This design comes from an exercise in tuning for small area, a short achievable clock period and few clock cycles on the open sky130 flow, not from production work.
Where RTL was checked, it was by simulation tests only, not by an equivalence proof against the original.
No activity file was given, so power comes from the tool's default toggle rates.

==> run C: inputs <==
==> flow/design.v (excerpt) <==
module tomasulo_cpu(
    input  wire        clk,
    input  wire        rst,
    input  wire [31:0] inst_i,
    output wire [31:0] inst_addr_o,
    output wire        inst_ce_o,
    input  wire [31:0] mem_data_i,
    input  wire        mem_valid_i,
    input  wire        mem_ready_i,
    output wire [31:0] mem_addr_o,
    output wire [31:0] mem_data_o,
    output wire        mem_we_o,
    output wire        mem_req_o,
    output wire [3:0]  mem_sel_o
);
    integer i, b;
    function [32:0] ks_add;
        input [31:0] x;
        input [31:0] y;
        input        cin;
        reg   [31:0] g, p, gg, pp;
        integer k, d;
        begin
            g = x & y;
            p = x ^ y;
            gg = g;
            pp = p;
            gg[0] = g[0] | (p[0] & cin);
            for (d = 1; d < 32; d = d * 2) begin
                for (k = 31; k >= d; k = k - 1) begin
                    gg[k] = gg[k] | (pp[k] & gg[k-d]);
                    pp[k] = pp[k] & pp[k-d];
                end
            end
            ks_add[0] = p[0] ^ cin;
            for (k = 1; k < 32; k = k + 1) ks_add[k] = p[k] ^ gg[k-1];
            ks_add[32] = gg[31];
        end
    endfunction
    reg  [31:0] pc;
    reg         d_valid;
    reg  [31:0] d_inst;
    reg  [31:0] d_pc;
    reg         d_taken;        
    reg  [31:0] e_a, e_b, e_c;
    reg  [4:0]  e_rd;
    reg  [2:0]  e_f3;
    reg         e_wr, e_ld, e_st, e_md;
    reg         e_sub, e_sra, e_sll;
    reg         e_s_sum, e_s_sh, e_s_slt, e_s_sltu, e_s_xor, e_s_or, e_s_and, e_s_c;
    reg         e_r_jalr, e_r_eq, e_r_ne, e_r_lt, e_r_ge, e_r_ltu, e_r_geu;
    reg         e_fa1, e_fa2, e_fb1, e_fb2, e_fc1, e_fc2;
    reg         m_wr, m_ld, m_md;
    reg  [4:0]  m_rd;
    reg  [31:0] m_res;
    reg  [2:0]  m_f3;
    reg         m_req, m_req_o, m_we;
    reg  [3:0]  m_sel;
    reg  [31:0] m_addr;
    reg  [31:0] m_wdata;
    reg         w_wr;
    reg  [4:0]  w_rd;
    reg  [31:0] w_res;
    reg  [31:0] rf [1:31];
    reg  [31:1] rv;             
    assign inst_addr_o = pc;
    assign inst_ce_o   = 1'b1;
    assign mem_addr_o  = m_addr;
  ...
Settings: LEC_CHECK=0, ABC_AREA=1, CAP_MARGIN=20, CORE_MARGIN=2, CORE_UTILIZATION=45, CTS_CLUSTER_DIAMETER=80, CTS_CLUSTER_SIZE=20, PLACE_DENSITY=0.7, SLEW_MARGIN=20; clock period 20.0 ns.
standard.sh (not shown) runs the stock make flow with config.mk's settings and CLKGATE_MAP_FILE= SYNTH_SCRIPT=/design/flow/synth_recipe.tcl, a recipe that flattens the netlist after the stock synthesis.
==> flow/flow/run.sh <==
#!/bin/bash
# Own layout flow: the standard ORFS flow (standard.sh), with
#  - port buffers of a plain buffer cell (buf_2) instead of the default delay buffer,
#  - adders left to abc as plain logic (no full-adder cell mapping; registers unchanged), and
#  - ORFS's repair_timing asked for extra setup margin, so that the layout is optimised
#    for a short achieved period (the clock and its constraints are unchanged).
# make's full output goes to flow_make.log here; ORFS keeps each step's log under orfs/logs.
set -euo pipefail
bash standard.sh finish \
  SETUP_SLACK_MARGIN=14.8 \
  ADDER_MAP_FILE= \
  "BUFFER_PORTS_ARGS=-buffer_cell sky130_fd_sc_hd__buf_2" \
  > flow_make.log 2>&1
==> inputs of run Z, as changes to run C <==
- CTS_CLUSTER_DIAMETER: 80 -> 90
- CTS_CLUSTER_SIZE: 20 -> 24
- PLACE_DENSITY: 0.7 -> 0.6
==> run notes <==
| quantity | run Z | run C |
|---|---|---|
| Run status | no timing/DRC/antenna violations | finished with violations |
| Reasons for failing layout checks | - | capacitance limit, slew limit |
| Overall fraction of global-route tracks in use | 52.3% | 50.7% |
| WL per Instance | 39.0 um | 38.0 um |
| Vias after detailed routing | 91,399 | 90,542 |
| Fraction of area in clock buffers and inverters | 3.10% | 3.16% |
| Tightest Pin Transition | 1.30 ns | 1.56 ns |
| Comb power | 861 uW | 858 uW |
| Relative max-transition margin | 13.1% | -4.46% |
| Vias in the first global route | 80,769 | 80,528 |
| Post-cts sizing count | 474 | 389 |
| Launch point of the worst reg-to-reg path | d_inst[23]$_DFFE_PP_ | d_inst[19]$_DFFE_PP_ |
| Number of placed instances, taps included | 12,728 | 12,733 |
| Net count, final | 10,687 | 10,678 |
| Switch share | 30.5% | 30.0% |
| Detailed-routed wire length on met3 | 81,400 um | 82,300 um |
| Wire length on met2 | 204,000 um | 198,000 um |
| Post CTS Setup Buffer Count | 185 | 152 |
| Area of the multi-input gates | 37,800 um2 | 37,700 um2 |
| Cell internal pwr | 4440 uW | 4470 uW |
Testbench counts of run C, summed over its fixed seeds: cycles 13,401.
Testbench counts of run Z, summed over its fixed seeds: cycles 13,401.


==> inputs of job 8802 <==
Starting RTL as in the previous note.
export LEC_CHECK = 0
export ABC_AREA = 1
export CAP_MARGIN = 20
export CORE_MARGIN = 2
export CORE_UTILIZATION = 45
export CTS_CLUSTER_DIAMETER = 80
export CTS_CLUSTER_SIZE = 20
export PLACE_DENSITY = 0.6
export SLEW_MARGIN = 20
create_clock -name core_clock -period 20.0 [get_ports {clk}]
Scripts as last shown in full above: flow/flow/run.sh
==> inputs of job 3491, as changes to job 8802 <==
- CORE_UTILIZATION: 45 -> 35
- PLACE_DENSITY: 0.6 -> 0.45
==> inputs of job 7402, as changes to job 8802 <==
--- a/flow/design.v
+++ b/flow/design.v
@@ -39,12 +39,13 @@
     endfunction
     reg  [31:0] pc;
     reg         d_valid;
     reg  [31:0] d_inst;
     reg  [31:0] d_pc;
     reg         d_taken;        
+    reg  [31:1] d_s1, d_s2;     
     reg  [31:0] e_a, e_b, e_c;
     reg  [4:0]  e_rd;
     reg  [2:0]  e_f3;
     reg         e_wr, e_ld, e_st, e_md;
     reg         e_sub, e_sra, e_sll;
     reg         e_s_sum, e_s_sh, e_s_slt, e_s_sltu, e_s_xor, e_s_or, e_s_and, e_s_c;
@@ -95,14 +96,14 @@
     wire [31:0] imm_b = {{20{d_inst[31]}}, d_inst[7], d_inst[30:25], d_inst[11:8], 1'b0};
     wire [31:0] imm_u = {d_inst[31:12], 12'b0};
     wire [31:0] id_tgt  = d_pc + (is_br ? imm_b : imm_u);
     wire [31:0] id_link = d_pc + 32'd4;
     wire        byp1 = w_wr & (w_rd == rs1);
     wire        byp2 = w_wr & (w_rd == rs2);
-    wire [31:0] sel1 = (32'd1 << rs1) & {rv, 1'b0} & {32{~byp1}};
-    wire [31:0] sel2 = (32'd1 << rs2) & {rv, 1'b0} & {32{~byp2}};
+    wire [31:0] sel1 = {d_s1 & rv & {31{~byp1}}, 1'b0};
+    wire [31:0] sel2 = {d_s2 & rv & {31{~byp2}}, 1'b0};
     reg  [31:0] r1, r2;
     always @(*) begin
         for (b = 0; b < 32; b = b + 1) begin
             r1[b] = byp1 & w_res[b];
             r2[b] = byp2 & w_res[b];
             for (i = 1; i < 32; i = i + 1) begin
@@ -169,22 +170,20 @@
                        ({35{xs_hi}} & {{2{md_hi[32]}}, md_hi});
     wire [34:0] md_y = ({35{ys_lo}} & {3'b000, md_lo}) |
                        ({35{ys_hi}} & {{2{md_hi[32]}}, md_hi}) |
                        ({35{ys_dv}} & {{2{md_dv[32]}}, md_dv}) |
                        ({35{ys_dv2}} & {md_dv[32], md_dv, 1'b0});
     wire [34:0] md_sum = md_x + (md_y ^ {35{md_inv}}) + {34'd0, md_inv};
-    wire        md_one     = md_isdiv & (md_cnt == 6'd0) & (m_wdata == 32'd1);
-    wire        md_skip    = md_isdiv & md_lead & ~md_one & (md_lo[31:24] == 8'd0);
-    wire        md_hold    = md_skip | md_one;
-    wire [5:0]  md_cnt_nx  = md_one ? 6'd32 : (md_cnt + (md_skip ? 6'd8 : (md_isdiv ? 6'd1 : 6'd2)));
+    wire        md_skip    = md_isdiv & md_lead & (md_lo[31:24] == 8'd0);
+    wire [5:0]  md_cnt_nx  = md_cnt + (md_skip ? 6'd8 : (md_isdiv ? 6'd1 : 6'd2));
     wire        md_last    = md_cnt_nx[5];
     wire        md_needfix = md_isdiv ? (m_f3[1] ? md_sa : (md_sa ^ md_sb)) :
                              ((m_f3[1:0] != 2'b00) & (md_sb ^ md_lo[1]));
     wire        md_res_lo  = md_isdiv ? ~m_f3[1] : (m_f3[1:0] == 2'b00);
     wire [32:0] it_hi = md_isdiv ? (md_sum[34] ? {md_hi[31:0], md_lo[31]} : md_sum[32:0]) : md_sum[34:2];
-    wire [31:0] it_lo = md_one ? md_lo : md_skip ? {md_lo[23:0], 8'd0} :
+    wire [31:0] it_lo = md_skip ? {md_lo[23:0], 8'd0} :
                         (md_isdiv ? {md_lo[30:0], ~md_sum[34]} : {md_sum[1:0], md_lo[31:2]});
     wire st_div = e_f3[2];
     wire st_sa  = st_div & ~e_f3[0] & fa[31];
     wire st_sb  = st_div & ~e_f3[0] & fc[31];
     wire st_bz  = st_div & (fc == 32'd0);
     always @(posedge clk) begin
@@ -219,13 +218,13 @@
                 md_negb <= 1'b0;
                 md_iter <= 1'b1;
             end
             if (md_iter) begin
                 md_cnt <= md_cnt_nx;
                 md_bp  <= md_lo[1];
-                if (~md_hold) begin
+                if (~md_skip) begin
                     md_lead <= 1'b0;
                     md_hi32 <= it_hi[32];
                 end
                 if (md_last) begin
                     md_iter <= 1'b0;
                     md_fix  <= md_needfix;
@@ -259,12 +258,14 @@
     wire [31:0] i_imm = {{12{inst_i[31]}},
                          inst_i[3] ? inst_i[19:12] : {8{inst_i[31]}},
                          inst_i[3] ? inst_i[20] : inst_i[7],
                          inst_i[30:25],
                          inst_i[3] ? inst_i[24:21] : inst_i[11:8],
                          1'b0};
+    wire [31:0] i_s1 = 32'd1 << inst_i[19:15];
+    wire [31:0] i_s2 = 32'd1 << inst_i[24:20];
     wire [32:0] if_sum = ks_add(pc, i_imm, 1'b0);
     wire [31:0] pc4    = pc + 32'd4;
     wire [31:0] pc_nx  = ex_redirect ? ex_tgt : (i_ret ? ra_val : (i_jb ? if_sum[31:0] : pc4));
     wire        if_en  = ~front_hold & ~stall_lu;    
     always @(posedge clk) begin
         if (w_wr) rf[w_rd] <= w_res;
@@ -284,12 +285,14 @@
     end
     always @(posedge clk) begin
         if (if_en) begin
             d_inst  <= inst_i;
             d_pc    <= pc;
             d_taken <= i_jb | i_ret;
+            d_s1    <= i_s1[31:1];
+            d_s2    <= i_s2[31:1];
         end
     end
     wire id_go = d_valid & ~stall_lu & ~ex_redirect;
     always @(posedge clk) begin
         if (rst) begin
             e_wr <= 1'b0; e_ld <= 1'b0; e_st <= 1'b0; e_md <= 1'b0;
@@ -372,13 +375,13 @@
         end else begin
             if (md_nega) m_addr <= md_sum[31:0];
             if (md_negb) m_wdata <= md_sum[31:0];
             if (md_iter) begin
                 m_addr <= it_lo;
                 if (md_last & ~md_needfix & md_res_lo) m_res <= it_lo;
-                else if (~md_hold) m_res <= it_hi[31:0];
+                else if (~md_skip) m_res <= it_hi[31:0];
             end
             if (md_fix) begin
                 if (md_isdiv & md_bz) m_res <= m_f3[1] ? md_lo : 32'hFFFFFFFF;
                 else m_res <= md_sum[31:0];
             end
         end
- CTS_CLUSTER_DIAMETER: 80 -> not set
- CTS_CLUSTER_SIZE: 20 -> not set
==> inputs of job 2368, as changes to job 8802 <==
--- a/flow/design.v
+++ b/flow/design.v
@@ -169,22 +169,20 @@
                        ({35{xs_hi}} & {{2{md_hi[32]}}, md_hi});
     wire [34:0] md_y = ({35{ys_lo}} & {3'b000, md_lo}) |
                        ({35{ys_hi}} & {{2{md_hi[32]}}, md_hi}) |
                        ({35{ys_dv}} & {{2{md_dv[32]}}, md_dv}) |
                        ({35{ys_dv2}} & {md_dv[32], md_dv, 1'b0});
     wire [34:0] md_sum = md_x + (md_y ^ {35{md_inv}}) + {34'd0, md_inv};
-    wire        md_one     = md_isdiv & (md_cnt == 6'd0) & (m_wdata == 32'd1);
-    wire        md_skip    = md_isdiv & md_lead & ~md_one & (md_lo[31:24] == 8'd0);
-    wire        md_hold    = md_skip | md_one;
-    wire [5:0]  md_cnt_nx  = md_one ? 6'd32 : (md_cnt + (md_skip ? 6'd8 : (md_isdiv ? 6'd1 : 6'd2)));
+    wire        md_skip    = md_isdiv & md_lead & (md_lo[31:24] == 8'd0);
+    wire [5:0]  md_cnt_nx  = md_cnt + (md_skip ? 6'd8 : (md_isdiv ? 6'd1 : 6'd2));
     wire        md_last    = md_cnt_nx[5];
     wire        md_needfix = md_isdiv ? (m_f3[1] ? md_sa : (md_sa ^ md_sb)) :
                              ((m_f3[1:0] != 2'b00) & (md_sb ^ md_lo[1]));
     wire        md_res_lo  = md_isdiv ? ~m_f3[1] : (m_f3[1:0] == 2'b00);
     wire [32:0] it_hi = md_isdiv ? (md_sum[34] ? {md_hi[31:0], md_lo[31]} : md_sum[32:0]) : md_sum[34:2];
-    wire [31:0] it_lo = md_one ? md_lo : md_skip ? {md_lo[23:0], 8'd0} :
+    wire [31:0] it_lo = md_skip ? {md_lo[23:0], 8'd0} :
                         (md_isdiv ? {md_lo[30:0], ~md_sum[34]} : {md_sum[1:0], md_lo[31:2]});
     wire st_div = e_f3[2];
     wire st_sa  = st_div & ~e_f3[0] & fa[31];
     wire st_sb  = st_div & ~e_f3[0] & fc[31];
     wire st_bz  = st_div & (fc == 32'd0);
     always @(posedge clk) begin
@@ -219,13 +217,13 @@
                 md_negb <= 1'b0;
                 md_iter <= 1'b1;
             end
             if (md_iter) begin
                 md_cnt <= md_cnt_nx;
                 md_bp  <= md_lo[1];
-                if (~md_hold) begin
+                if (~md_skip) begin
                     md_lead <= 1'b0;
                     md_hi32 <= it_hi[32];
                 end
                 if (md_last) begin
                     md_iter <= 1'b0;
                     md_fix  <= md_needfix;
@@ -372,13 +370,13 @@
         end else begin
             if (md_nega) m_addr <= md_sum[31:0];
             if (md_negb) m_wdata <= md_sum[31:0];
             if (md_iter) begin
                 m_addr <= it_lo;
                 if (md_last & ~md_needfix & md_res_lo) m_res <= it_lo;
-                else if (~md_hold) m_res <= it_hi[31:0];
+                else if (~md_skip) m_res <= it_hi[31:0];
             end
             if (md_fix) begin
                 if (md_isdiv & md_bz) m_res <= m_f3[1] ? md_lo : 32'hFFFFFFFF;
                 else m_res <= md_sum[31:0];
             end
         end
==> flow/run.sh (new file) <==
#!/bin/bash
# synth_recipe.tcl (not shown) runs the flow's synth.tcl, then flattens the netlist and writes it again
# the make line also repeats each setting of config.mk as NAME=value (left out here)
make -C /OpenROAD-flow-scripts/flow DESIGN_CONFIG=/design/flow/config.mk WORK_HOME=/design/flow/orfs CLKGATE_MAP_FILE= SYNTH_SCRIPT=/design/flow/synth_recipe.tcl finish
- CTS_CLUSTER_DIAMETER: 80 -> not set
- CTS_CLUSTER_SIZE: 20 -> not set
removed: flow/flow/run.sh
removed: flow/standard.sh
==> flow_metrics.py <==
metrics = {
    "sta": {
        "drv_slew": 1,
        "layout_min_cycle_time_ns": 5.80,
    },
    "status": {
        "failed_checks": "slew limit",
        "status": "finished with violations",
    },
    "power": {
        "power.total_uw": 7460,
    },
    "layout": {
        "design.seq.count": 1481,
        "inverters": 1288,
    },
    "global_route": {
        "grtUsageTotal": 0.484,
    },
    "synthesis": {
        "yosysUniqueCellTypes": 80,
        "yosys.area_share.simple": 0.227,
        "synth_seq_cells": 1481,
    },
}
That was job 7402.
==> flow_metrics.py <==
metrics = {
    "status": {
        "status": "finished clean",
    },
    "layout": {
        "inverters": 1338,
    },
    "sta": {
        "layout_min_cycle_time_ns": 7.56,
    },
    "synthesis": {
        "yosysUniqueCellTypes": 75,
        "yosys.area_share.simple": 0.210,
    },
    "power": {
        "power.total_uw": 7230,
    },
}
That was job 2368.
==> flow_metrics.py <==
metrics = {
    "layout": {
        "inverters": 1320,
        "design.seq.count": 1419,
    },
    "status": {
        "status": "finished clean",
    },
    "power": {
        "power.total_uw": 6680,
    },
    "synthesis": {
        "yosysUniqueCellTypes": 76,
        "yosys.area_share.simple": 0.237,
        "synth_seq_cells": 1419,
    },
    "global_route": {
        "grtUsageTotal": 0.428,
    },
    "sta": {
        "drv_slew": 0,
    },
}
That was job 3491.
==> flow_metrics.py <==
metrics = {
    "status": {
        "status": "finished clean",
    },
    "sta": {
        "drv_slew": 0,
        "layout_min_cycle_time_ns": 5.65,
        "hold_ws_ns": 0.468,
    },
    "layout": {
        "inverters": 1320,
        "design.seq.count": 1419,
    },
    "global_route": {
        "grtUsageTotal": 0.521,
    },
    "power": {
        "power.total_uw": 6520,
        "irDropWorstVdd_mv": 0.104,
    },
    "synthesis": {
        "yosys.area_share.simple": 0.237,
        "synth_seq_cells": 1419,
    },
    "setup_path": {
        "critPathCapture": "pc[26]$_SDFFE_PP0P_",
    },
}
That was job 8802.
Testbench counts of job 8802, summed over its fixed seeds: cycles 13,401.
Testbench counts of job 3491, summed over its fixed seeds: cycles 13,401.
Testbench counts of job 2368, summed over its fixed seeds: cycles 13,587.
The RTL of job 7402 was laid out without a check of its function.

## static timing again, ports no longer ideal
Ports are ideal in the flow. The routed layouts listed here were re-timed in OpenROAD.
Step 1, drivers: a clkbuf_16 drives clk and a buf_2 each remaining input, both assumed.
Step 2 adds t to the input delays and takes it off the output delays; t is the mean of the earliest and latest rising clock arrival at the registers after step 1. Input paths then give back, and output paths get back, about the clock's delay inside the block.
Three values: no drivers, after step 1, after step 2; two values: the first two.
run | shift t [ns] | setup slack, ns | worst hold slack (ns) | clock arrival spread, ns | worst register clock-pin slew, ns
run C | 0.893 | 14.387 / 14.302 / 13.422 | 0.468 / 0.468 / 0.468 | 0.076 / 0.076 | 0.10 / 0.10
run Z | 0.922 | 14.345 / 14.242 / 13.376 | 0.472 / 0.472 / 0.472 | 0.089 / 0.089 | 0.11 / 0.11
job 8802 | 0.893 | 14.346 / 14.273 / 13.380 | 0.468 / 0.468 / 0.468 | 0.089 / 0.089 | 0.10 / 0.10
job 3491 | 0.916 | 14.378 / 14.293 / 13.388 | 0.473 / 0.473 / 0.473 | 0.115 / 0.115 | 0.09 / 0.09
job 7402 | 0.926 | 14.197 / 14.147 / 13.221 | 0.463 / 0.463 / 0.463 | 0.094 / 0.094 | 0.07 / 0.07
job 2368 | 0.925 | 12.435 / 12.502 / 11.577 | 0.463 / 0.463 / 0.463 | 0.085 / 0.085 | 0.07 / 0.07
For job 3491, which loses most, drivers alone change the setup slack by -0.085 ns; drivers and shift together by -0.990 ns.
